This design comes from an exercise in tuning for small area on the open sky130 flow, not from production work. Function was checked by simulation only, so behaviour that the tests miss may differ from the original. Power figures rest on the tool's default switching activity, not on a simulated workload.

lane 5:
Design sd_card_controller, start of the top module:
module sd_card_controller(
  input i_clk,
  input i_rst,
  input [31:0] i_addr,
  input [7:0] i_controlreg,
  input [7:0] i_data,
  output [7:0] o_statusreg,
  output o_write_statusreg,
  output [7:0] o_data,
  output [31:0] o_addr,
  output o_wr_nrd,
  output o_req,
  input i_SD_DAT0_DO,
  output o_SD_DAT3_nCS,
  output o_SD_DAT3_nCS_oe,
  output o_SD_CMD_DI,
  output o_SD_CMD_DI_oe,
  output o_SD_CLK,
  input i_SD_WP_N
);
Size: ~450 cells after synthesis, about 74 flip-flops, roughly 0.0041 mm² of cells after synthesis.
==> flow/config.mk <==
export PLATFORM = sky130hd
export DESIGN_NAME = sd_card_controller
export DESIGN_NICKNAME = sd_card_controller
export VERILOG_FILES = /design/flow/design.v
export SDC_FILE = /design/flow/constraint.sdc
export NUM_CORES = 4
export LEC_CHECK = 0
export CAP_MARGIN = 20
export CORE_MARGIN = 2
export CORE_UTILIZATION = 40
export SLEW_MARGIN = 20
==> flow/constraint.sdc <==
create_clock -name core_clock -period 10.0 [get_ports {i_clk}]
set_input_delay 2.0000 -clock core_clock [delete_from_list [all_inputs] [get_ports {i_clk}]]
set_output_delay 2.0000 -clock core_clock [all_outputs]
set_load 0.01 [all_outputs]
standard.sh (not shown) runs the stock make flow with config.mk's settings and CLKGATE_MAP_FILE= SYNTH_SCRIPT=/design/flow/synth_recipe.tcl, a recipe that flattens the netlist after the stock synthesis.
==> flow/flow/run.sh <==
#!/bin/bash
# Layout: the standard ORFS flow (standard.sh), with four changes that leave the design's
# registers exactly as the standard synthesis makes them:
#  - synthesis is synth_recipe.tcl, but ABC maps the combinational logic with an area-oriented
#    script (flow/abc_area.script: deep AIG optimisation, then area mapping) instead of ORFS's
#    delay-oriented one;
#  - port buffers use the smallest buffer cell (buf_1);
#  - the clock tree is built from clkbuf_8, without dummy loads;
#  - constant outputs share the tie cells synthesis makes (SKIP_REPAIR_TIE_FANOUT) instead of
#    getting one tie cell each.
# Each ORFS step writes its full log under orfs/logs/; make's own output goes to orfs_make.log.
set -euo pipefail
here=$(pwd)
{
  echo 'proc abc {args} {'
  echo '  set i [lsearch -exact $args -script]'
  echo '  if {$i >= 0} { set args [lreplace $args $i [expr {$i + 1}] -script $::env(AREA_ABC_SCRIPT)] }'
  echo '  yosys abc {*}$args'
  echo '}'
  cat synth_recipe.tcl
} > area_synth.tcl
export AREA_ABC_SCRIPT="$here/flow/abc_area.script"
bash standard.sh \
  "SYNTH_SCRIPT=$here/area_synth.tcl" \
  "BUFFER_PORTS_ARGS=-buffer_cell sky130_fd_sc_hd__buf_1" \
  "CTS_ARGS=-sink_clustering_enable -repair_clock_nets -buf_list sky130_fd_sc_hd__clkbuf_8 -dont_use_dummy_load" \
  SKIP_REPAIR_TIE_FANOUT=1 \
  finish > orfs_make.log 2>&1
==> flow/flow/abc_area.script <==
strash
&get -n
&deepsyn -J 200 -T 120
&put
dch -f
amap -m
topo
stime -c
dnsize -c
Changes in lane 1 relative to lane 5:
-- flow/design.v --
<<< lane 5, line 42
  reg r_op;                 
  reg [1:0] r_ic;           
  wire w_r3 = !r_mode && (r_ic == 2'd2);
  wire w_det = w_r3 ? !r_a[31] : !r_sr[7];
  wire w_err = w_r3 ? |r_a[30:24] : 1'b1;
>>> lane 1, line 42
  reg r_op;                 
  reg [1:0] r_ic;           
  wire w_r3 = !r_mode && (r_ic == 2'd3);
  wire w_det = w_r3 ? !r_a[31] : !r_sr[7];
  wire w_err = w_r3 ? |r_a[30:24] : 1'b1;
<<< lane 5, line 53
      2'd0: w_idx = 6'd0;
      2'd1: w_idx = 6'd55;
      2'd3: w_idx = 6'd41;
      default: w_idx = 6'd58;
    endcase
>>> lane 1, line 53
      2'd0: w_idx = 6'd0;
      2'd1: w_idx = 6'd55;
      2'd2: w_idx = 6'd41;
      default: w_idx = 6'd58;
    endcase
<<< lane 5, line 102
      r_ic <= 2'd0;
      r_mode <= 1'b0;
      r_cs <= 1'b0;
    end
    else begin
>>> lane 1, line 102
      r_ic <= 2'd0;
      r_mode <= 1'b0;
    end
    else begin
<<< lane 5, line 137
          if (w_det) begin
            if (!r_mode) begin
              if (!w_fatal) r_ic <= {r_ic[0] & (!r_ic[1] | !w_idle), !r_ic[1] | w_idle};
              if (w_fatal || (r_ic == 2'd2 && w_idle)) r_st <= S_STALL;
              else if (r_ic == 2'd2) r_st <= S_SETCLK;
              else r_st <= S_XACT;
            end
            else if (w_idle || w_fatal) r_st <= S_STALL;
>>> lane 1, line 136
          if (w_det) begin
            if (!r_mode) begin
              if (w_fatal) r_st <= S_STALL;
              else case (r_ic)
                2'd0: begin r_ic <= 2'd1; r_st <= S_XACT; end
                2'd1: begin r_ic <= 2'd2; r_st <= S_XACT; end
                2'd2: begin r_ic <= w_idle ? 2'd1 : 2'd3; r_st <= S_XACT; end
                default: r_st <= w_idle ? S_STALL : S_SETCLK;
              endcase
            end
            else if (w_idle || w_fatal) r_st <= S_STALL;
<<< lane 5, line 158
        S_IDLE: begin
          w_cnt_nx = 12'd3;
          r_op <= i_controlreg[1];    
          if (w_go_rd || w_go_wr) r_st <= S_XACT;
        end
>>> lane 1, line 160
        S_IDLE: begin
          w_cnt_nx = 12'd3;
          r_op <= !w_go_rd;
          if (w_go_rd || w_go_wr) r_st <= S_XACT;
        end
==> run notes <==
Cells: lane 1 has more instances than lane 5
[lane 1 vs lane 5] via count: higher in lane 1
Of the two candidates, lane 5 has the worse timing-limited maximum frequency and lane 1 the better one.
Initial cell density of the core across lane 5 and lane 1: no real change.
Relative to lane 5, number of buffers other than clock buffers in the final layout increased by 1 in lane 1.
Comparing lane 5 with lane 1, the final area came out essentially unchanged.
Re total nets after synthesis: lane 5 and lane 1 aren't equal, and the lower value belongs to lane 5.
From lane 1 to lane 5, post-CTS setup-driven buffer insertion count did not move at all.
On lane 1: post-placement setup slack is 0.046 ns higher than what lane 5 gave.
Lane 1: share of total power in combinational logic higher than lane 5
From lane 5 to lane 1, critical path depth did not move at all.
For the detailed-routing wirelength on met1, lane 1 came in 15 µm higher than lane 5 did.
First element of the critical path = r_c[4]: lane 5; first element of the critical path = r_st[1]: lane 1

==> afterwards: timing with drivers on the ports <==
Ports are ideal in the flow. The routed layouts listed here were re-timed in OpenROAD. Step 1 sets driving cells, clkbuf_16 on the clock port and buf_2 on the other inputs (assumed; they add their load-dependent delay and slew). Step 2 moves the port delays by t, midway between the first and last clock arrival at a register: inputs arrive t later, outputs are due t later. That takes back most of the time a late clock gives input paths. Three values: no drivers, after step 1, after step 2; two values: the first two.
run | t, ns | setup WS [ns] | worst register clock-pin slew, ns | worst data-port slew with drivers (ns) | cell pins on the clock port's net
lane 5 | 0.371 | 4.866 / 4.834 / 5.205 | 0.09 / 0.09 | 0.04 | 1
lane 1 | 0.371 | 4.882 / 4.850 / 5.221 | 0.09 / 0.09 | 0.04 | 1
After both steps every run listed still meets setup and hold.
